What follows belongs to an exercise in optimizing a design on an open flow for small area; a production flow would make more cautious choices. The RTL was checked by simulation tests, not by an equivalence proof against the original design. Power figures rest on the tool's default switching activity, not on a simulated workload.

### flow/config.mk
export PLATFORM = sky130hd
export DESIGN_NAME = SPI_Slave
export DESIGN_NICKNAME = SPI_Slave
export VERILOG_FILES = /design/flow/design.v
export SDC_FILE = /design/flow/constraint.sdc
export NUM_CORES = 4
export LEC_CHECK = 0
export CAP_MARGIN = 20
export CORE_MARGIN = 2
export CORE_UTILIZATION = 55
export CTS_BUF_LIST = sky130_fd_sc_hd__clkbuf_16
export CTS_CLUSTER_DIAMETER = 100
export CTS_CLUSTER_SIZE = 30
export SLEW_MARGIN = 20
export SYNTH_HIERARCHICAL = 1
### flow/constraint.sdc
create_clock -name core_clock -period 6.0 [get_ports {i_SCK}]
set_input_delay 1.2000 -clock core_clock [delete_from_list [all_inputs] [get_ports {i_SCK}]]
set_output_delay 1.2000 -clock core_clock [all_outputs]
set_load 0.01 [all_outputs]
### flow/design.v
module SPI_Nand2 (input logic a, b, output logic y);
	assign y = ~(a & b);
endmodule
module SPI_And2 (input logic a, b, output logic y);
	assign y = a & b;
endmodule
module SPI_Nand3 (input logic a, b, c, output logic y);
	assign y = ~(a & b & c);
endmodule
module SPI_Nand4 (input logic a, b, c, d, output logic y);
	assign y = ~(a & b & c & d);
endmodule
module SPI_Nor2 (input logic a, b, output logic y);
	assign y = ~(a | b);
endmodule
module SPI_And3 (input logic a, b, c, output logic y);
	assign y = a & b & c;
endmodule
module SPI_Oai21 (input logic a1, a2, b1, output logic y);
	assign y = ~((a1 | a2) & b1);
endmodule
module SPI_Aoi222 (input logic a1, a2, b1, b2, c1, c2, output logic y);
	assign y = ~((a1 & a2) | (b1 & b2) | (c1 & c2));
endmodule
module SPI_BitUpdate
	(input logic	en_n, h, dn, q,
	output logic	nq);
	logic	t;
	SPI_Nand2 u_hold (.a(q), .b(h), .y(t));
	SPI_Oai21 u_load (.a1(en_n), .a2(dn), .b1(t), .y(nq));
endmodule
module SPI_ColumnRead
	(input logic[31:0]	sel,
	input logic[31:0]	d,
	output logic		o);
	logic[11:0]	g;
	logic[2:0]	h;
	genvar i;
	generate
		for (i = 0; i < 10; i++)
		begin : g_aoi
			SPI_Aoi222 u_aoi (.a1(sel[3 * i]), .a2(d[3 * i]), .b1(sel[3 * i + 1]), .b2(d[3 * i + 1]),
				.c1(sel[3 * i + 2]), .c2(d[3 * i + 2]), .y(g[i]));
		end
	endgenerate
	SPI_Nand2 u_n30 (.a(sel[30]), .b(d[30]), .y(g[10]));
	SPI_Nand2 u_n31 (.a(sel[31]), .b(d[31]), .y(g[11]));
	SPI_Nand4 u_h0 (.a(g[0]), .b(g[1]), .c(g[2]), .d(g[3]), .y(h[0]));
	SPI_Nand4 u_h1 (.a(g[4]), .b(g[5]), .c(g[6]), .d(g[7]), .y(h[1]));
	SPI_Nand4 u_h2 (.a(g[8]), .b(g[9]), .c(g[10]), .d(g[11]), .y(h[2]));
	assign o = |h;
endmodule
module SPI_Decoder
	(input logic[4:0]	a, a_n,
	input logic			v,
	output logic[31:0]	sel,
	output logic[31:0]	en_n);
	logic[3:0]	lo, lo_n;
	logic[7:0]	hi, hi_n;
	genvar i;
	generate
		for (i = 0; i < 4; i++)
		begin : g_lo
			SPI_Nand3 u_lo_n (.a(i[0] ? a[0] : a_n[0]), .b(i[1] ? a[1] : a_n[1]), .c(v), .y(lo_n[i]));
			SPI_And2 u_lo (.a(i[0] ? a[0] : a_n[0]), .b(i[1] ? a[1] : a_n[1]), .y(lo[i]));
		end
		for (i = 0; i < 8; i++)
		begin : g_hi
			SPI_Nand3 u_hi_n (.a(i[0] ? a[2] : a_n[2]), .b(i[1] ? a[3] : a_n[3]), .c(i[2] ? a[4] : a_n[4]), .y(hi_n[i]));
			SPI_And3 u_hi (.a(i[0] ? a[2] : a_n[2]), .b(i[1] ? a[3] : a_n[3]), .c(i[2] ? a[4] : a_n[4]), .y(hi[i]));
		end
		for (i = 0; i < 32; i++)
		begin : g_y
			SPI_Nor2 u_sel (.a(lo_n[i % 4]), .b(hi_n[i / 4]), .y(sel[i]));
			SPI_Nand2 u_en (.a(lo[i % 4]), .b(hi[i / 4]), .y(en_n[i]));
		end
	endgenerate
endmodule
module SPI_Slave
	#(parameter	DataWidth	= 8,
				BuferSize	= 32)
	(input logic					i_SCK, i_NRESET,
	input logic						i_NCE,
	input logic						i_MOSI,
	output logic					o_MISO,
	input logic[(DataWidth - 1):0]	i_WriteData,
	output logic[(DataWidth - 1):0]	o_ReadData);
	logic[4:0]		S, C;
	logic[2:0]		K;
	logic[7:0]		s_DataBufer[0:31];
	logic[7:0]		s_Next[0:31];
	logic			s_Valid;
	logic[31:0]		Hold;
	logic[7:0]		s_Prev;
	logic			s_MISO;
	logic[7:0]		s_ReadData_Reg;
	logic[4:0]		Addr, C_next;
	logic[31:0]		Sel, En_n;
	logic[7:0]		RdByte, WrByte, WrByteN;
	logic[31:0]		Column[0:7];
	assign Addr = i_NCE ? C : S;
	SPI_Decoder u_dec (.a(Addr), .a_n(~Addr), .v(s_Valid), .sel(Sel), .en_n(En_n));
	always_comb
		for (int j = 0; j < 8; j++)
			WrByte[j] = i_NCE ? i_WriteData[j] : ((K == j) ? i_MOSI : RdByte[j]);
	assign WrByteN = ~WrByte;
	genvar gi, gj;
	generate
		for (gi = 0; gi < 32; gi++)
		begin : g_hold
			SPI_And2 u_hold (.a(En_n[gi]), .b(s_Valid), .y(Hold[gi]));
		end
		for (gj = 0; gj < 8; gj++)
		begin : g_col
			for (gi = 0; gi < 32; gi++)
			begin : g_bit
				assign Column[gj][gi] = s_DataBufer[gi][gj];
				SPI_BitUpdate u_upd (.en_n(En_n[gi]), .h(Hold[gi]), .dn(WrByteN[gj]), .q(s_DataBufer[gi][gj]), .nq(s_Next[gi][gj]));
			end
			SPI_ColumnRead u_rd (.sel(Sel), .d(Column[gj]), .o(RdByte[gj]));
		end
	endgenerate
	function automatic logic[4:0] Next(input logic[4:0] x);
		Next = {x[3:0], x[4] ^ x[2] ^ (x[3:0] == 4'd0)};
	endfunction
	assign C_next = Next(C);
	always_ff	@(posedge i_SCK, negedge i_NRESET)
	begin
		if (~i_NRESET)
		begin
			s_Valid <= 1'b0;
			s_Prev <= 8'b0;
			S <= 5'd0;
			C <= 5'd0;
			K <= 3'd7;
		end
		else
		begin
			s_Valid <= 1'b1;
			if (i_NCE)
			begin
				if (C_next == S)	s_Prev <= i_WriteData;
				C <= C_next;
			end
			else
			begin
				K <= K - 3'd1;
				if (K == 3'd0)
				begin
					s_Prev <= WrByte;
					S <= Next(S);
				end
			end
		end
	end
	always_ff	@(posedge i_SCK)
		for (int i = 0; i < 32; i++)	s_DataBufer[i] <= s_Next[i];
	always_ff	@(posedge i_SCK)
	begin
		if (i_NRESET)
		begin
			if (~i_NCE)
				s_MISO <= s_Prev[K];
			else
				s_ReadData_Reg <= RdByte;
		end
	end
	assign o_MISO = s_MISO;
	assign o_ReadData = s_ReadData_Reg;
endmodule
### flow/run.sh
#!/bin/bash
# synth_recipe.tcl (not shown) runs the flow's synth.tcl, then flattens the netlist and writes it again
# the make line also repeats each setting of config.mk as NAME=value (left out here)
make -C /OpenROAD-flow-scripts/flow DESIGN_CONFIG=/design/flow/config.mk WORK_HOME=/design/flow/orfs CLKGATE_MAP_FILE= SYNTH_SCRIPT=/design/flow/synth_recipe.tcl finish
==> out/metrics.csv, run 1 <==
metric,value,unit
clk_latency,0.51,ns
synth_cell_types,34,
ys_seq_area_share,55.9,%
fin_nets,1236,
gr-usage-all-layers,31.3,%
syn_nets,1196,
slowest_stage,a222oi_1,
regArea,5950,um^2
vias,9189,
synthXorXnorAreaFrac,0.658,%
vdd_drop_max,0.000237,V
total_power,0.00416,W
hold_buffers,0,
synth_compound_area_share,21.3,%
grt_remaining_overflow,0,
path_class,input port to flop,
antenna_found_initial,0,
fin_crit_sh,83.6,%
final_common_cell,nand2_1,
post-dp-hpwl,21300,um
r2r_end,s_DataBufer[28][7],
dr.pass1.iters,10,
startpoint,i_NCE,
area_growth,9.80,%
cts_tree,built,
hold_start,s_DataBufer[25][3],
placed_area,11300,um^2
relSlewSlack,44.7,%
initial_utilization,56.6,%
clock.fmax,0.199,GHz
diodes,0,
period_needed,5.02,ns
tightest_slew,0.827,ns
path_cells,buf_2 > nand2_1 > o21a_1 > nand3_1 > nor2_1 > a222oi_1 > nand4_1 > or3_1 > nand2_1 > a21oi_1 > a21oi_4 > buf_4 > o21ai_1,
dieArea,20500,um^2
min_path_type,flop to flop,
status,no timing/DRC/antenna violations,
fp-row-count,50,
cp.arrival,5.40,ns
vias_per_cell,6.20,
yosys.area_share.simple,18.8,%
r2r_start,C[0],
path_clk_slew,0.11,ns
endpoint_kind,flop,
wirelength,32200,um
h-tree-depth,1,
grt_first_pass_wirelength,49100,um
cp_max_fo,26,
drt-initial-drc-count,1206,
yosysWarnings,12,
p_leak,4.04,nW
multiInputGateArea,4680,um^2
clockRootBuffer,clkbuf_16,
tns,0,ns
fillers,1725,
regToRegSetupSlack,1.68,ns
core_area,18800,um^2
netlist_instances,1179,
io_pins,21,
avgSynthCellArea,9.03,um^2
cts_buffers,13,
first_global_vias,8311,
die_h,143,um
r2r_cells,13,
slew_violations,0,
dieWidth,143,um
drive_gt1_share,3.76,%
wl_per_cell,21.7,um
io_buffers,20,
clock_sinks,287,
drcViolationCount,0,
grt_max_degree,37,
synthMuxAreaShare,1.75,%
start_kind,input port,
design_area,11700,um^2
cpPeakStageDelay,0.66,ns
ant_nets,0,
synth_area,10700,um^2
final_cell_mix,"321 x nand2_1, 256 x o21ai_1, 256 x dfxtp_1, 80 x a222oi_1, 40 x nor2_1",
crit_end,s_DataBufer[28][7],
ys_ff_latch,287,
synth_top_family_by_area,compound AO/OA/AOI/OAI gates,
place_congestion,0.894,
cts_resized,0,
rsz0062_at_grt,false,
clock_path_buffers,3,
synth_fa_ha_area_share,0.587,%
fin_skew,0.0287,ns
final_hold_viol_count,0,
cap_violations,0,
cp.required,6.38,ns
cts_setup_buffers,0,
finalSetupViolCount,0,
cp_common_cell,nand2_1,
p_per_area,355,nW/um^2
==> per-module statistics from Yosys (local to each module, per instance), a selection <==
module | times used | cell area [um^2] | flip-flops and latches | cells inside
SPI_Aoi222 | 80 | 10.0 | 0 | 1
SPI_Nand4 | 24 | 6.26 | 0 | 1
SPI_Nand3 | 12 | 5.00 | 0 | 1
SPI_Nand2 | 304 | 3.75 | 0 | 1
SPI_Slave | 1 | 6770 | 287 | 419
SPI_ColumnRead | 8 | 6.26 | 0 | 1
SPI_And3 | 8 | 6.26 | 0 | 1
SPI_And2 | 36 | 6.26 | 0 | 1
==> synthesized netlist by cell type <==
master / number / area [um^2]
mux2_2: 1 / 11.3
ha_1: 5 / 62.6
mux4_2: 2 / 45.0
dfrtp_1: 19 / 475
buf_2: 2 / 10.0
nor2_2: 2 / 12.5
buf_1: 1 / 3.75
o21ai_0: 10 / 50.1
nand3_1: 16 / 80.1
a211oi_1: 2 / 15.0
mux2i_1: 13 / 130
inv_1: 23 / 86.3
and2_1: 37 / 231
nor3_2: 1 / 10.0
xor2_1: 3 / 26.3
a21oi_1: 13 / 65.1
o21a_1: 4 / 30.0
xnor2_1: 5 / 43.8
a222oi_1: 80 / 801
a41oi_4: 1 / 27.5
clkbuf_1: 3 / 11.3
conb_1: 1 / 3.75
nor3_1: 4 / 20.0
nor2_1: 40 / 150
nand4_1: 24 / 150
and3_1: 8 / 50.1
o21ai_1: 256 / 1280
nand2b_1: 5 / 31.3
dfstp_2: 3 / 78.8
nand2_1: 321 / 1200
or3_1: 8 / 50.1
edfxtp_1: 9 / 270
dfxtp_1: 256 / 5120
nor2b_1: 1 / 6.26
==> layer usage <==
layer,vias to the layer above,GRT usage (%),routed length (um)
li1,4370,-,-
met1,4345,47.9,15000
met2,418,45.0,13500
met3,56,5.47,2810
met4,0,9.12,885
met5,-,0,0
==> stage by stage <==
stage               setup slack (ns)  instances  hold WS (ns)  util, %
finish                         0.982       1482         0.463     62.1
global route                   0.956       1482         0.475     62.1
CTS                             1.11       1482         0.464     62.1
detailed placement             0.586       1464         0.450     60.2
global placement               0.613       1464         0.442     60.2
floorplan                       1.01       1179         0.433        -
==> logic make-up (layout without fill, tap and decap cells) <==
kind of cell,Yosys count,after routing
xor+xnor,8,8
flops,287,287
compound gates,366,366
buf+inv,29,72
simple gates,467,467
fa+ha+maj,5,5
other cells,1,1
mux,16,16
==> flip-flops by register name, summed over array words and instances, names as in the netlist <==
| register | cells |
|---|---|
| s_DataBufer | 256 |
| s_Prev | 8 |
| s_ReadData_Reg | 8 |
| C | 5 |
| S | 5 |
| K | 3 |
| s_MISO | 1 |
| s_Valid | 1 |
==> final cells by class <==
cell class | instances | share of cell area [%]
inverters | 23 | 0.738
clock inverters | 5 | 0.310
flip-flops and latches | 287 | 50.9
repair buffers | 31 | 2.48
well taps | 260 | 2.78
multi-input cells | 863 | 40.0
clock buffers | 13 | 2.78
==> worst min path at each step <==
| stage | end | cells after the start |
|---|---|---|
| 2_1_floorplan | s_DataBufer[0][0] | 2 |
| 3_3_place_gp | s_DataBufer[9][1] | 2 |
| 6_report | s_DataBufer[25][3] | 2 |
| 5_1_grt | s_DataBufer[16][7] | 2 |
| 4_1_cts | s_DataBufer[26][7] | 2 |
| 3_5_place_dp | s_DataBufer[28][4] | 2 |
==> power breakdown <==
group / internal (W) / switching [W] / leakage (nW)
clock network: 0.000406 / 0.000599 / 0.188
registers: 0.00212 / 0.000154 / 2.42
logic: 0.000264 / 0.000617 / 1.43
==> critical path: cells and delay by family <==
| family | cells | cell delay [ns] |
|---|---|---|
| simple gates | 6 | 1.71 |
| compound gates | 5 | 1.63 |
| buf+inv | 2 | 0.82 |
==> run 2, diff against run 1 <==
==> flow/flow/run.sh (new file) <==
#!/bin/bash
# The standard layout (standard.sh), with two changes: the ports are buffered
# by the smallest buffer, and clock tree synthesis inserts no dummy loads.
# ORFS's logs stay under orfs/logs; the make output goes to standard.log.
set -euo pipefail
export BUFFER_PORTS_ARGS="-buffer_cell sky130_fd_sc_hd__buf_1"
export CTS_ARGS="-sink_clustering_enable -repair_clock_nets -sink_clustering_size 30 -sink_clustering_max_diameter 100 -buf_list sky130_fd_sc_hd__clkbuf_16 -dont_use_dummy_load"
bash standard.sh > standard.log 2>&1
==> flow/standard.sh (new file) <==
#!/bin/bash
# synth_recipe.tcl (not shown) runs the flow's synth.tcl, then flattens the netlist and writes it again
# the make line also repeats each setting of config.mk as NAME=value (left out here)
make -C /OpenROAD-flow-scripts/flow DESIGN_CONFIG=/design/flow/config.mk WORK_HOME=/design/flow/orfs CLKGATE_MAP_FILE= SYNTH_SCRIPT=/design/flow/synth_recipe.tcl "${@:-finish}"
removed: flow/run.sh
==> out/metrics.csv, run 2 <==
metric,value,unit,change
use_met2,43.5,%,-1.5 points
tns,0,ns,unchanged
dieArea,20500,um^2,unchanged
fp-row-count,50,,unchanged
grt_first_pass_wirelength,48300,um,-1.6%
path_cells,clkbuf_2 > nand2_1 > o21a_1 > nand3_1 > nor2_1 > a222oi_1 > nand4_1 > or3_1 > nand2_1 > a21oi_1 > a21oi_4 > mux2i_1,,
p_per_area,354,nW/um^2,-0.40%
p_leak,3.98,nW,-1.5%
rsz0062_at_grt,false,,
cpPeakStageDelay,0.81,ns,+0.15 ns
min_path_type,flop to flop,,
largest_reg_flops,256,,unchanged
regArea,5950,um^2,about the same
yosys.area.top_type,dfxtp_1,,
fin_ws,1.17,ns,+0.188 ns
clk_latency,0.51,ns,about the same
largestRegisters,"s_DataBufer (256), s_Prev (8), s_ReadData_Reg (8)",,
vdd_drop_max,0.000251,V,+5.8%
area_growth,8.68,%,
synth_cell_types,34,,unchanged
synthArstFlopShare,7.67,%,unchanged
top_register,s_DataBufer,,
cts_resized,0,,unchanged
cp.required,6.30,ns,-0.08 ns
wl_per_cell,21.2,um,-2.5%
drcViolationCount,0,,unchanged
hold_buffers,0,,unchanged
clock.fmax,0.207,GHz,+3.9%
slew_violations,0,,unchanged
grt_max_degree,34,,-8.1%
dieWidth,143,um,unchanged
met3_usage,5.80,%,+0.34 points
crit_buf_inv,1,,-1
cp.arrival,5.13,ns,-0.27 ns
cts_buffers,13,,unchanged
cts_tree,built,,
hold_start,s_DataBufer[28][6],,
path_class,input port to flop,,
crit_family,simple AND/OR/NAND/NOR gates,,
antenna_found_initial,0,,unchanged
clockRootBuffer,clkbuf_16,,
ys_ff_latch,287,,unchanged
fin_skew,0.0493,ns,+0.0206 ns
final_hold_viol_count,0,,unchanged
multiInputGateArea,4680,um^2,unchanged
relSlewSlack,30.1,%,-15 points
design_area,11600,um^2,-1.0%
synth_area,10700,um^2,unchanged
post-dp-hpwl,21400,um,+0.19%
period_needed,4.83,ns,-0.188 ns
drt-initial-drc-count,1381,,+15%
gr-usage-all-layers,30.6,%,-0.69 points
initial_utilization,56.6,%,unchanged
fin_crit_sh,80.5,%,-3.1 points
fillers,1716,,-0.52%
vias,9092,,-1.1%
io_pins,21,,unchanged
first_global_vias,8162,,-1.8%
die_h,143,um,unchanged
synth_edf_count,9,,unchanged
io_buffers,20,,unchanged
path_clk_slew,0.11,ns,about the same
use_met1,47.6,%,-0.23 points
clock_sinks,287,,unchanged
syn_nets,1196,,unchanged
startpoint,i_NCE,,
avgSynthCellArea,9.03,um^2,unchanged
clock_path_buffers,3,,unchanged
fin_nets,1236,,unchanged
slowest_stage,a21oi_4,,
ys_top_cells_by_count,"321 x nand2_1, 256 x dfxtp_1, 256 x o21ai_1",,
netlist_instances,1179,,unchanged
finalSetupViolCount,0,,unchanged
ant_nets,0,,unchanged
cap_violations,0,,unchanged
synth_top_area_share,48.1,%,unchanged
r2r_start,C[2],,
ys.flop_type,dfxtp_1,,
tightest_slew,1.05,ns,+0.219 ns
yosysWarnings,12,,unchanged
synth.area.top_cells,"dfxtp_1 48%, o21ai_1 12%, nand2_1 11%",,
dr.pass1.iters,9,,-1
grt_remaining_overflow,0,,unchanged
diodes,0,,unchanged
drive_gt1_share,3.53,%,-0.23 points
status,no timing/DRC/antenna violations,,
final_util,61.5,%,-0.63 points
final_common_cell,nand2_1,,
h-tree-depth,1,,unchanged
endpoint_kind,flop,,
core_area,18800,um^2,unchanged
cts_setup_buffers,0,,unchanged
ys_seq_area_share,55.9,%,unchanged
vias_per_cell,6.16,,-0.72%
top_usage_layer,met1,,
wirelength,31300,um,-2.9%
cp_common_cell,nand2_1,,
cp_max_fo,33,,+27%
final_cell_mix,"321 x nand2_1, 256 x o21ai_1, 256 x dfxtp_1, 80 x a222oi_1, 40 x nor2_1",,
total_power,0.00410,W,-1.4%
start_kind,input port,,
synth_most_common_cell,nand2_1,,
place_congestion,0.929,,+3.9%
dp_slack,0.921,ns,+0.335 ns
placed_area,11200,um^2,-0.73%
## run 2: changes by cell type in the layout (fill, tap and decap cells not counted), sizes merged
cell           before  now
clkbuf             13   14
buf                12   30
clkdlybuf4s50      19    0
clkinv              1    0
inv                27   23
## run 2: Yosys stat by module, one instance, submodules excluded, excerpt
module | area, um^2 | times used | flip-flops and latches
SPI_And2 | 6.26 | 36 | 0
SPI_And3 | 6.26 | 8 | 0
SPI_ColumnRead | 6.26 | 8 | 0
SPI_Nand4 | 6.26 | 24 | 0
SPI_Nor2 | 3.75 | 32 | 0
SPI_Slave | 6770 | 1 | 287
## run 2: per-layer routing
metal | share of wire, % | up-vias
met4 | 2.3 | 0
li1 | - | 4353
met1 | 47 | 4300
met5 | 0 | -
met3 | 9.2 | 50
met2 | 42 | 389
## run 2: cell type report
cell class / count / area share [%]
flip-flops and latches: 287 / 51.4
inverters: 23 / 0.746
well taps: 260 / 2.81
repair buffers: 31 / 1.81
multi-input cells: 863 / 40.4
clock buffers: 13 / 2.81
## run 2: worst min-delay path: cells and delay by family, from the launching register on
family,cells,cell delay (ns)
simple gates,1,0.05
compound gates,1,0.05
flops,1,0.32
## run 2: worst paths after layout
kind,slack [ns],to,depth (start not counted)
worst max-delay path,1.17,s_Prev[7],12
worst min-delay path,0.46,s_DataBufer[28][6],2
worst max register to register,1.75,s_Prev[7],12
worst min register to register,0.46,s_DataBufer[28][6],2
max in group asynchronous,5.02,K[0],2
min in group asynchronous,0.66,C[2],2
## run 2: power breakdown
group | switching [W] | internal (W)
Clock | 0.000571 | 0.000394
Combinational | 0.000606 | 0.000261
Sequential | 0.000150 | 0.00212
## run 2: logic make-up after synthesis
kind of cell | synth area share, %
DFF | 55.9
adders and majority gates | 0.587
muxes | 1.75
xor gates and xnor gates | 0.658
AOI/OAI and AO/OA | 21.3
buffers and inverters | 1.05
other | 0.0352
and+or+nand+nor | 18.8
## run 2: per-stage QoR
| stage | hold WS [ns] | instances |
|---|---|---|
| after floorplan | 0.433 | 1179 |
| after global placement | 0.443 | 1464 |
| after detailed placement | 0.449 | 1464 |
| after CTS | 0.466 | 1477 |
| after global routing | 0.482 | 1477 |
| final | 0.463 | 1477 |
==> run 3, diff against run 2 <==
==> flow/config.mk (replaced) <==
export PLATFORM = sky130hd
export DESIGN_NAME = SPI_Slave
export DESIGN_NICKNAME = SPI_Slave
export VERILOG_FILES = /design/flow/design.v
export SDC_FILE = /design/flow/constraint.sdc
export NUM_CORES = 4
export LEC_CHECK = 0
export CAP_MARGIN = 0
export CORE_MARGIN = 2
export CORE_UTILIZATION = 68
export SLEW_MARGIN = 0
export SYNTH_HIERARCHICAL = 1
==> out/metrics.csv, run 3 <==
metric,value,unit,change
wirelength,30300,um,-3.0%
first_global_vias,8669,,+6.2%
cp_max_fo,33,,unchanged
clock_path_buffers,3,,unchanged
gr-usage-all-layers,36.0,%,+5.4 points
largest_reg_flops,256,,unchanged
ant_nets,0,,unchanged
dieArea,16700,um^2,-19%
clock.fmax,0.196,GHz,-5.3%
fillers,1149,,-33%
dieWidth,129,um,-9.8%
clk_latency,0.50,ns,about the same
cts_setup_buffers,0,,unchanged
hold_buffers,0,,unchanged
rsz0062_at_grt,false,,
cp.arrival,5.43,ns,+0.30 ns
p_per_area,357,nW/um^2,+0.90%
endpoint_kind,flop,,
finalSetupViolCount,0,,unchanged
core_area,15300,um^2,-19%
final_cell_mix,"321 x nand2_1, 256 x o21ai_1, 256 x dfxtp_1, 80 x a222oi_1, 40 x nor2_1",,
cp.required,6.33,ns,+0.03 ns
vdd_drop_max,0.000328,V,+31%
initial_utilization,69.8,%,+13 points
path_class,input port to flop,,
final_hold_viol_count,0,,unchanged
diodes,0,,unchanged
period_needed,5.10,ns,+0.270 ns
antenna_found_initial,0,,unchanged
drive_gt1_share,3.45,%,-0.079 points
avgSynthCellArea,9.03,um^2,unchanged
synth_area,10700,um^2,unchanged
dp_slack,0.621,ns,-0.301 ns
vias,9471,,+4.2%
synth_edf_count,9,,unchanged
final_common_cell,nand2_1,,
grt_first_pass_wirelength,47000,um,-2.7%
io_buffers,20,,unchanged
vias_per_cell,6.64,,+7.8%
slew_violations,0,,unchanged
fin_nets,1235,,-0.081%
clock_sinks,287,,unchanged
status,no timing/DRC/antenna violations,,
hold_slack,0.460,ns,-0.00357 ns
synth_cell_types,34,,unchanged
relSlewSlack,22.5,%,-7.6 points
fin_skew,0.0380,ns,-0.0112 ns
dp_cells,1414,,-3.4%
drt-initial-drc-count,1428,,+3.4%
fin_ws,0.900,ns,-0.270 ns
netlist_instances,1179,,unchanged
grt_max_degree,37,,+8.8%
ys_seq_area_share,55.9,%,unchanged
synthArstFlopShare,7.67,%,unchanged
ys.flop_type,dfxtp_1,,
p_leak,3.95,nW,-0.66%
yosysWarnings,12,,unchanged
tns,0,ns,unchanged
place_congestion,0.981,,+5.6%
final_util,75.1,%,+14 points
cts_tree,built,,
drcViolationCount,0,,unchanged
dr.pass1.iters,6,,-3
tightest_slew,1.16,ns,+0.113 ns
ys_ff_latch,287,,unchanged
layoutNonFillerInstCount,1427,,-3.4%
cap_violations,0,,unchanged
start_kind,input port,,
fin_crit_sh,85.0,%,+4.5 points
wl_per_cell,21.3,um,+0.36%
clockRootBuffer,clkbuf_16,,
synth.area.top_cells,"dfxtp_1 48%, o21ai_1 12%, nand2_1 11%",,
fp-row-count,45,,-10%
synth_most_common_cell,nand2_1,,
h-tree-depth,1,,unchanged
post-dp-hpwl,20400,um,-4.6%
yosys.area.top_type,dfxtp_1,,
min_path_type,flop to flop,,
top_register,s_DataBufer,,
cts_buffers,13,,unchanged
io_pins,21,,unchanged
area_growth,7.57,%,
die_h,129,um,-9.8%
largestRegisters,"s_DataBufer (256), s_Prev (8), s_ReadData_Reg (8)",,
ys_top_cells_by_count,"321 x nand2_1, 256 x dfxtp_1, 256 x o21ai_1",,
cts_resized,0,,unchanged
syn_nets,1196,,unchanged
path_clk_slew,0.11,ns,about the same
grt_remaining_overflow,0,,unchanged
synth_top_area_share,48.1,%,unchanged
## run 3: cell counts after synthesis
No cell type changed its count.
## run 3: worst paths after layout
kind / to / startpoint / cells past startpoint / slack (ns)
worst min register to register: s_DataBufer[25][1] / s_DataBufer[25][1] / 2 / 0.46
max in group asynchronous: K[2] / i_NRESET / 2 / 5.04
min in group asynchronous: C[3] / i_NRESET / 2 / 0.67
worst max-delay path: s_DataBufer[4][3] / i_NCE / 12 / 0.90
worst max register to register: s_DataBufer[4][3] / C[4] / 11 / 1.45
worst min-delay path: s_DataBufer[25][1] / s_DataBufer[25][1] / 2 / 0.46
## run 3: cell families after synthesis
kind of cell,share of synthesized area [%]
AND/OR/NAND/NOR,18.8
AO/OA/AOI/OAI,21.3
multiplexers,1.75
buffers and inverters,1.05
other,0.0352
XOR/XNOR,0.658
flip-flops,55.9
adder cells (fa/ha/maj),0.587
## run 3: critical path: stages
cell and delay, ns:
clkbuf_2 0.23, mux2i_1 0.73, inv_1 0.33, nand3_1 0.23, nor2_1 0.16, a222oi_1 0.49
nand4_1 0.22, or3_1 0.51, mux2i_1 0.17, nor2_1 0.08, a21oi_4 0.88, o21ai_1 0.18
## run 3: report_power, final
group          total [W]  switching, W  internal [W]
Clock           0.000959      0.000565      0.000394
Sequential       0.00227      0.000157       0.00212
Combinational   0.000860      0.000611      0.000249
Total            0.00409       0.00133       0.00276
## run 3: per-layer routing
metal | GRT usage, % | part of all wire (%) | vias up
met4 | 10.7 | 3.3 | 0
met3 | 6.48 | 11 | 80
met2 | 56.6 | 44 | 537
li1 | - | - | 4359
met1 | 51.2 | 42 | 4495
met5 | 0 | 0 | -
## run 3: layout make-up
type / instances / area, um^2 / share of cell area (%)
Clock buffer: 13 / 325 / 2.84
Tap cell: 211 / 264 / 2.30
Inverter: 23 / 86.3 / 0.754
Sequential cell: 287 / 5950 / 51.9
Multi-Input combinational cell: 863 / 4680 / 40.8
Timing Repair Buffer: 30 / 151 / 1.32
## run 3: modules after synthesis (local to each module, per instance), a selection
module | cell area (um^2) | times used | flops+latches
SPI_Slave | 6770 | 1 | 287
SPI_Aoi222 | 10.0 | 80 | 0
SPI_And2 | 6.26 | 36 | 0
SPI_And3 | 6.26 | 8 | 0
SPI_ColumnRead | 6.26 | 8 | 0
SPI_Nand4 | 6.26 | 24 | 0
SPI_Nand3 | 5.00 | 12 | 0
SPI_Oai21 | 5.00 | 256 | 0
SPI_Nand2 | 3.75 | 304 | 0
SPI_Nor2 | 3.75 | 32 | 0
## run 3: through the flow
step                      cell area, um^2  total power (W)
final                               11500          0.00409
after global routing                11500          0.00424
after CTS                           11500          0.00406
after detailed placement            11100          0.00313
after global placement              11100          0.00311
after floorplan                     10700          0.00282
==> run 4, diff against run 3 <==
--- a/flow/config.mk
+++ b/flow/config.mk
@@ -9,3 +9,3 @@
 export CORE_MARGIN = 2
-export CORE_UTILIZATION = 68
+export CORE_UTILIZATION = 60
 export SLEW_MARGIN = 0
==> out/metrics.csv, run 4 <==
metric,value,unit,change
status,no timing/DRC/antenna violations,,
cts_setup_buffers,0,,unchanged
p_per_area,356,nW/um^2,-0.28%
cp_max_fo,33,,unchanged
synthArstFlopShare,7.67,%,unchanged
synth.area.top_cells,"dfxtp_1 48%, o21ai_1 12%, nand2_1 11%",,
tightest_slew,1.08,ns,-0.0747 ns
antenna_found_initial,2,,+2
syn_nets,1196,,unchanged
final_cell_mix,"321 x nand2_1, 256 x o21ai_1, 256 x dfxtp_1, 80 x a222oi_1, 40 x nor2_1",,
netlist_instances,1179,,unchanged
vdd_drop_max,0.000296,V,-9.6%
cp.arrival,5.39,ns,-0.04 ns
core_area,17300,um^2,+13%
grt_max_degree,37,,unchanged
cts_tree,built,,
finalSetupViolCount,0,,unchanged
yosys.area_share.simple,18.8,%,unchanged
wl_per_cell,21.8,um,+2.4%
avgSynthCellArea,9.03,um^2,unchanged
vias,9356,,-1.2%
dieArea,18800,um^2,+13%
largestRegisters,"s_DataBufer (256), s_Prev (8), s_ReadData_Reg (8)",,
grt_first_pass_wirelength,47700,um,+1.4%
final_common_cell,nand2_1,,
initial_utilization,61.6,%,-8.2 points
wirelength,31400,um,+3.4%
cts_buffers,13,,unchanged
first_global_vias,8081,,-6.8%
clock_path_buffers,3,,unchanged
final_hold_viol_count,0,,unchanged
clockRootBuffer,clkbuf_16,,
fillers,1500,,+31%
synth_edf_count,9,,unchanged
cts_resized,0,,unchanged
clock_sinks,287,,unchanged
fin_skew,0.0441,ns,+0.00612 ns
ys.flop_type,dfxtp_1,,
clock.fmax,0.197,GHz,+0.50%
cap_violations,0,,unchanged
cp.required,6.32,ns,about the same
place_congestion,0.928,,-5.4%
yosysWarnings,12,,unchanged
die_h,137,um,+6.3%
hold_slack,0.464,ns,+0.00476 ns
grt_remaining_overflow,0,,unchanged
tns,0,ns,unchanged
relSlewSlack,27.5,%,+5.0 points
synthMuxAreaShare,1.75,%,unchanged
start_kind,input port,,
drt-initial-drc-count,1345,,-5.8%
endpoint_kind,flop,,
dieWidth,137,um,+6.3%
ys_seq_area_share,55.9,%,unchanged
min_path_type,flop to flop,,
top_register,s_DataBufer,,
rsz0062_at_grt,false,,
dp_slack,0.527,ns,-0.0939 ns
path_class,input port to flop,,
slew_violations,0,,unchanged
gr-usage-all-layers,33.1,%,-2.8 points
synth_cell_types,34,,unchanged
synthXorXnorAreaFrac,0.658,%,unchanged
clk_latency,0.50,ns,about the same
fin_crit_sh,84.6,%,-0.42 points
fp-row-count,48,,+6.7%
synth_most_common_cell,nand2_1,,
path_clk_slew,0.11,ns,about the same
synth_top_family_by_area,compound AO/OA/AOI/OAI gates,,
drive_gt1_share,3.37,%,-0.079 points
synth_top_area_share,48.1,%,unchanged
fin_ws,0.925,ns,+0.0254 ns
yosys.area.top_type,dfxtp_1,,
post-dp-hpwl,20600,um,+1.2%
fin_nets,1234,,-0.081%
synth_fa_ha_area_share,0.587,%,unchanged
hold_buffers,0,,unchanged
io_buffers,20,,unchanged
synth_area,10700,um^2,unchanged
dr.pass1.iters,9,,+3
ys_top_cells_by_count,"321 x nand2_1, 256 x dfxtp_1, 256 x o21ai_1",,
vias_per_cell,6.49,,-2.2%
synth_compound_area_share,21.3,%,unchanged
largest_reg_flops,256,,unchanged
area_growth,7.80,%,
io_pins,21,,unchanged
period_needed,5.07,ns,-0.0254 ns
ys_ff_latch,287,,unchanged
p_leak,3.95,nW,about the same
drcViolationCount,0,,unchanged
h-tree-depth,1,,unchanged
ant_nets,0,,unchanged
run 4: cell count changes in the layout (fill, tap and decap cells not counted):
cell	before	now
diode_2	0	1
buf_12	0	1
buf_4	10	8
run 4: final cells by class:
cell class	instances	area (um^2)	share of cell area (%)
repair buffers	29	156	1.36
diodes	1	2.50	0.0218
well taps	225	282	2.45
flip-flops and latches	287	5950	51.8
inverters	23	86.3	0.752
multi-input cells	863	4680	40.8
clock buffers	13	325	2.83
run 4: worst paths after layout:
path / cells past startpoint / start / endpoint / slack (ns)
max: 12 / i_NCE / s_DataBufer[8][0] / 0.93
min: 2 / s_DataBufer[28][6] / s_DataBufer[28][6] / 0.46
max reg2reg: 11 / C[4] / s_DataBufer[8][0] / 1.59
min reg2reg: 2 / s_DataBufer[28][6] / s_DataBufer[28][6] / 0.46
max in group asynchronous: 2 / i_NRESET / K[0] / 5.02
min in group asynchronous: 2 / i_NRESET / C[3] / 0.66
run 4: cell families after synthesis:
logic type,Yosys count
other,1
AOI/OAI and AO/OA,366
buffers and inverters,29
DFF,287
and+or+nand+nor,467
xor gates and xnor gates,8
muxes,16
adders and majority gates,5
run 4: metal layers:
metal | global-route usage [%] | share of wire [%] | up-vias
li1 | - | - | 4346
met5 | 0 | 0.041 | -
met1 | 52.3 | 44 | 4440
met4 | 9.51 | 2.9 | 2
met3 | 6.62 | 12 | 68
met2 | 45.5 | 41 | 500
run 4: worst max-delay path: stages:
cell and delay, ns:
clkbuf_2 0.32, mux2i_1 0.70, inv_1 0.26, nand3_1 0.25, nor2_1 0.20, a222oi_1 0.52
nand4_1 0.24, or3_1 0.44, mux2i_1 0.16, nor2_1 0.08, a21oi_4 0.83, o21ai_1 0.17
run 4: through the flow:
step / std cells / utilization [%] / power (W) / instance area, um^2
after floorplan: 1179 / - / 0.00282 / 10700
after global placement: 1427 / 64.5 / 0.00313 / 11200
after detailed placement: 1427 / 64.5 / 0.00315 / 11200
after CTS: 1440 / 66.4 / 0.00409 / 11500
after global routing: 1440 / 66.4 / 0.00426 / 11500
final: 1441 / 66.4 / 0.00409 / 11500
run 4: modules after synthesis (local to each module, per instance), a selection:
module / cells / area, um^2 / flops+latches / copies in the design
SPI_And3: 1 / 6.26 / 0 / 8
SPI_ColumnRead: 1 / 6.26 / 0 / 8
SPI_Nand2: 1 / 3.75 / 0 / 304
SPI_Oai21: 1 / 5.00 / 0 / 256
SPI_Nand3: 1 / 5.00 / 0 / 12
SPI_Aoi222: 1 / 10.0 / 0 / 80
SPI_And2: 1 / 6.26 / 0 / 36
SPI_Nor2: 1 / 3.75 / 0 / 32
SPI_Nand4: 1 / 6.26 / 0 / 24
SPI_Slave: 419 / 6770 / 287 / 1
run 4: report_power, final:
part	internal, W	total, W	switching, W	leakage (nW)
clock	0.000394	0.000960	0.000566	0.160
sequential	0.00212	0.00226	0.000148	2.42
combinational	0.000250	0.000865	0.000615	1.37
total	0.00276	0.00409	0.00133	3.95
==> run 5, diff against run 4 <==
--- a/flow/flow/run.sh
+++ b/flow/flow/run.sh
@@ -6,3 +6,3 @@
 export BUFFER_PORTS_ARGS="-buffer_cell sky130_fd_sc_hd__buf_1"
-export CTS_ARGS="-sink_clustering_enable -repair_clock_nets -sink_clustering_size 30 -sink_clustering_max_diameter 100 -buf_list sky130_fd_sc_hd__clkbuf_16 -dont_use_dummy_load"
+export CTS_ARGS="-sink_clustering_enable -repair_clock_nets -sink_clustering_size 32 -sink_clustering_max_diameter 120 -buf_list sky130_fd_sc_hd__clkbuf_16 -dont_use_dummy_load"
 bash standard.sh > standard.log 2>&1
==> out/metrics.csv, run 5 <==
metric,value,unit,change
status,no timing/DRC/antenna violations,,
ys_seq_area_share,55.9,%,unchanged
dp_slack,0.527,ns,unchanged
synth_most_common_cell,nand2_1,,
wirelength,31400,um,+0.18%
fp-row-count,48,,unchanged
r2r_end,s_DataBufer[26][0],,
clock.fmax,0.193,GHz,-2.2%
initial_utilization,61.6,%,unchanged
syn_nets,1196,,unchanged
largestRegisters,"s_DataBufer (256), s_Prev (8), s_ReadData_Reg (8)",,
clockRootBuffer,clkbuf_16,,
finalSetupViolCount,0,,unchanged
grt_first_pass_wirelength,47500,um,-0.46%
hold_depth,2,,unchanged
relSlewSlack,24.5,%,-3.0 points
clk_latency,0.51,ns,about the same
vdd_drop_max,0.000300,V,+1.1%
cts_tree,built,,
p_per_area,355,nW/um^2,-0.35%
r2r_start,C[4],,
start_kind,input port,,
io_buffers,20,,unchanged
ys_ff_latch,287,,unchanged
path_class,input port to flop,,
grt_max_degree,37,,unchanged
path_clk_slew,0.12,ns,about the same
clock_path_buffers,3,,unchanged
netlist_instances,1179,,unchanged
switching_share,32.8,%,+0.31 points
clock_sinks,287,,unchanged
final_hold_viol_count,0,,unchanged
endpoint_kind,flop,,
wl_per_cell,21.8,um,+0.25%
synthArstFlopShare,7.67,%,unchanged
seqPwrFrac,55.7,%,+0.3 points
final_cell_mix,"321 x nand2_1, 256 x o21ai_1, 256 x dfxtp_1, 80 x a222oi_1, 40 x nor2_1",,
ant_nets,0,,unchanged
r2r_cells,11,,unchanged
tightest_slew,1.13,ns,+0.0455 ns
synth.area.top_cells,"dfxtp_1 48%, o21ai_1 12%, nand2_1 11%",,
p_leak,3.94,nW,-0.31%
cts_resized,0,,unchanged
dieWidth,137,um,unchanged
hold_slack,0.465,ns,+0.00117 ns
place_congestion,0.928,,unchanged
min_path_type,flop to flop,,
clkPwrFrac,23.0,%,-0.5 points
startpoint,i_NCE,,
core_area,17300,um^2,unchanged
avgSynthCellArea,9.03,um^2,unchanged
p_sw,0.00133,W,+0.38%
cp.required,6.34,ns,+0.02 ns
top_register,s_DataBufer,,
tns,0,ns,unchanged
gr-usage-all-layers,33.0,%,-0.12 points
cp_max_fo,33,,unchanged
fin_ws,0.812,ns,-0.113 ns
cts_buffers,12,,-1
dieArea,18800,um^2,unchanged
slew_violations,0,,unchanged
vias,9328,,-0.30%
die_h,137,um,unchanged
placed_area,11200,um^2,unchanged
ys_top_cells_by_count,"321 x nand2_1, 256 x dfxtp_1, 256 x o21ai_1",,
hold_buffers,0,,unchanged
area_growth,7.57,%,
cts_setup_buffers,0,,unchanged
antenna_found_initial,2,,unchanged
fin_crit_sh,86.5,%,+1.9 points
drt-initial-drc-count,1401,,+4.2%
h-tree-depth,1,,unchanged
p_int,0.00273,W,-1.0%
ys.flop_type,dfxtp_1,,
final_common_cell,nand2_1,,
design_area,11500,um^2,-0.22%
holdPathEnd,s_DataBufer[4][4],,
fin_nets,1233,,-0.081%
largest_reg_flops,256,,unchanged
period_needed,5.19,ns,+0.113 ns
yosysWarnings,12,,unchanged
io_pins,21,,unchanged
drive_gt1_share,3.29,%,-0.080 points
cap_violations,0,,unchanged
combPwrFrac,21.3,%,about the same
hold_start,s_DataBufer[4][4],,
synth_top_area_share,48.1,%,unchanged
dr.pass1.iters,9,,unchanged
regToRegSetupSlack,1.47,ns,-0.12 ns
grt_remaining_overflow,0,,unchanged
synth_edf_count,9,,unchanged
cp.arrival,5.53,ns,+0.14 ns
first_global_vias,8010,,-0.88%
synth_cell_types,34,,unchanged
vias_per_cell,6.48,,-0.23%
yosys.area.top_type,dfxtp_1,,
synth_area,10700,um^2,unchanged
post-dp-hpwl,20600,um,unchanged
rsz0062_at_grt,false,,
fin_skew,0.0369,ns,-0.00723 ns
drcViolationCount,0,,unchanged
## run 5: cell types whose count changed in the layout (fill, tap and decap cells not counted)
| cell | before | now |
|---|---|---|
| clkbuf_16 | 13 | 12 |
## run 5: power by group through the flow
| stage | sequential (W) | clock, W | combinational [W] |
|---|---|---|---|
| global placement | 0.00230 | 0 | 0.000824 |
| finish | 0.00226 | 0.000937 | 0.000865 |
| global route | 0.00229 | 0.00100 | 0.000932 |
| detailed placement | 0.00230 | 0 | 0.000844 |
| CTS | 0.00226 | 0.000946 | 0.000847 |
| floorplan | 0.00226 | 0 | 0.000568 |
## run 5: cells by family (layout without fill, tap and decap cells)
group / after synthesis / count (layout) / synth area share [%]
buffers and inverters: 29 / 64 / 1.05
flip-flops: 287 / 287 / 55.9
AO/OA/AOI/OAI: 366 / 366 / 21.3
AND/OR/NAND/NOR: 467 / 467 / 18.8
multiplexers: 16 / 16 / 1.75
other: 1 / 2 / 0.0352
adder cells (fa/ha/maj): 5 / 5 / 0.587
XOR/XNOR: 8 / 8 / 0.658
## run 5: area by class of cell
type / instances / area (um^2)
Antenna cell: 1 / 2.50
Clock buffer: 12 / 300
Fill cell: 1498 / 5840
Inverter: 23 / 86.3
Multi-Input combinational cell: 863 / 4680
Sequential cell: 287 / 5950
Tap cell: 225 / 282
Timing Repair Buffer: 29 / 156
## run 5: worst max-delay path by stage
stage / to / cells after the start / slack, ns
6_report: s_DataBufer[26][0] / 12 / 0.81
5_1_grt: s_DataBufer[24][0] / 12 / 0.59
4_1_cts: s_DataBufer[26][0] / 12 / 1.00
3_5_place_dp: s_DataBufer[5][0] / 12 / 0.53
3_3_place_gp: s_Prev[0] / 12 / 0.61
2_1_floorplan: s_Prev[3] / 13 / 1.01
## run 5: Yosys stat by module (local to each module, per instance), excerpt
module | flops+latches | area (um^2) | times used
SPI_Aoi222 | 0 | 10.0 | 80
SPI_Nor2 | 0 | 3.75 | 32
SPI_ColumnRead | 0 | 6.26 | 8
SPI_Nand2 | 0 | 3.75 | 304
SPI_Nand4 | 0 | 6.26 | 24
SPI_And2 | 0 | 6.26 | 36
SPI_Oai21 | 0 | 5.00 | 256
SPI_Nand3 | 0 | 5.00 | 12
SPI_And3 | 0 | 6.26 | 8
SPI_Slave | 287 | 6770 | 1
## run 5: metrics by stage
stage / total power [W] / utilization (%) / instances
6_report: 0.00407 / 66.2 / 1440
2_1_floorplan: 0.00282 / - / 1179
3_3_place_gp: 0.00313 / 64.5 / 1427
5_1_grt: 0.00423 / 66.2 / 1439
3_5_place_dp: 0.00315 / 64.5 / 1427
4_1_cts: 0.00406 / 66.2 / 1439
## run 5: per-layer routing
metal | track usage (%) | wire length [um]
met5 | 0 | 16
met4 | 8.65 | 959
met3 | 6.66 | 3570
met2 | 45.4 | 12800
met1 | 52.3 | 14100
## run 5: worst max-delay path: stages
cell	delay, ns
clkbuf_2	0.32
mux2i_1	0.73
inv_1	0.28
nand3_1	0.25
nor2_1	0.20
a222oi_1	0.52
nand4_1	0.24
or3_1	0.44
mux2i_1	0.16
nor2_1	0.08
a21oi_4	0.86
o21ai_1	0.20

static timing again, ports no longer ideal:
In the flow no input, the clock included, has a driving cell. The finished layouts below were timed again as built, in two steps. Step 1 (the two cells are an assumption about what drives the block):
set clk [get_ports {i_SCK}]
set_driving_cell -lib_cell sky130_fd_sc_hd__clkbuf_16 $clk
set_driving_cell -lib_cell sky130_fd_sc_hd__buf_2 [delete_from_list [all_inputs] $clk]
Step 2, shift: input delay + t, output delay - t, t = (earliest + latest rising clock arrival at the registers) / 2. This alone moves slack from input paths to output paths. Three values: ideal ports, drivers, drivers and shift; two values: the first two.
| run | shift t [ns] | setup WS [ns] | latest minus earliest clock arrival (ns) | worst data-port slew with drivers (ns) | pins driven straight from the clock port |
|---|---|---|---|---|---|
| run 1 | 0.544 | 0.982 / 1.006 / 0.462 | 0.029 / 0.028 | 0.05 | 1 |
| run 2 | 0.530 | 1.170 / 1.193 / 0.662 | 0.049 / 0.049 | 0.04 | 1 |
| run 3 | 0.520 | 0.900 / 0.918 / 0.398 | 0.038 / 0.038 | 0.04 | 1 |
| run 4 | 0.527 | 0.925 / 0.928 / 0.401 | 0.044 / 0.044 | 0.05 | 1 |
| run 5 | 0.534 | 0.812 / 0.812 / 0.278 | 0.037 / 0.037 | 0.05 | 1 |
After both steps every run listed still meets setup and hold. For run 5, which loses most, drivers alone change the setup slack by 0.000 ns; drivers and shift together by -0.534 ns.
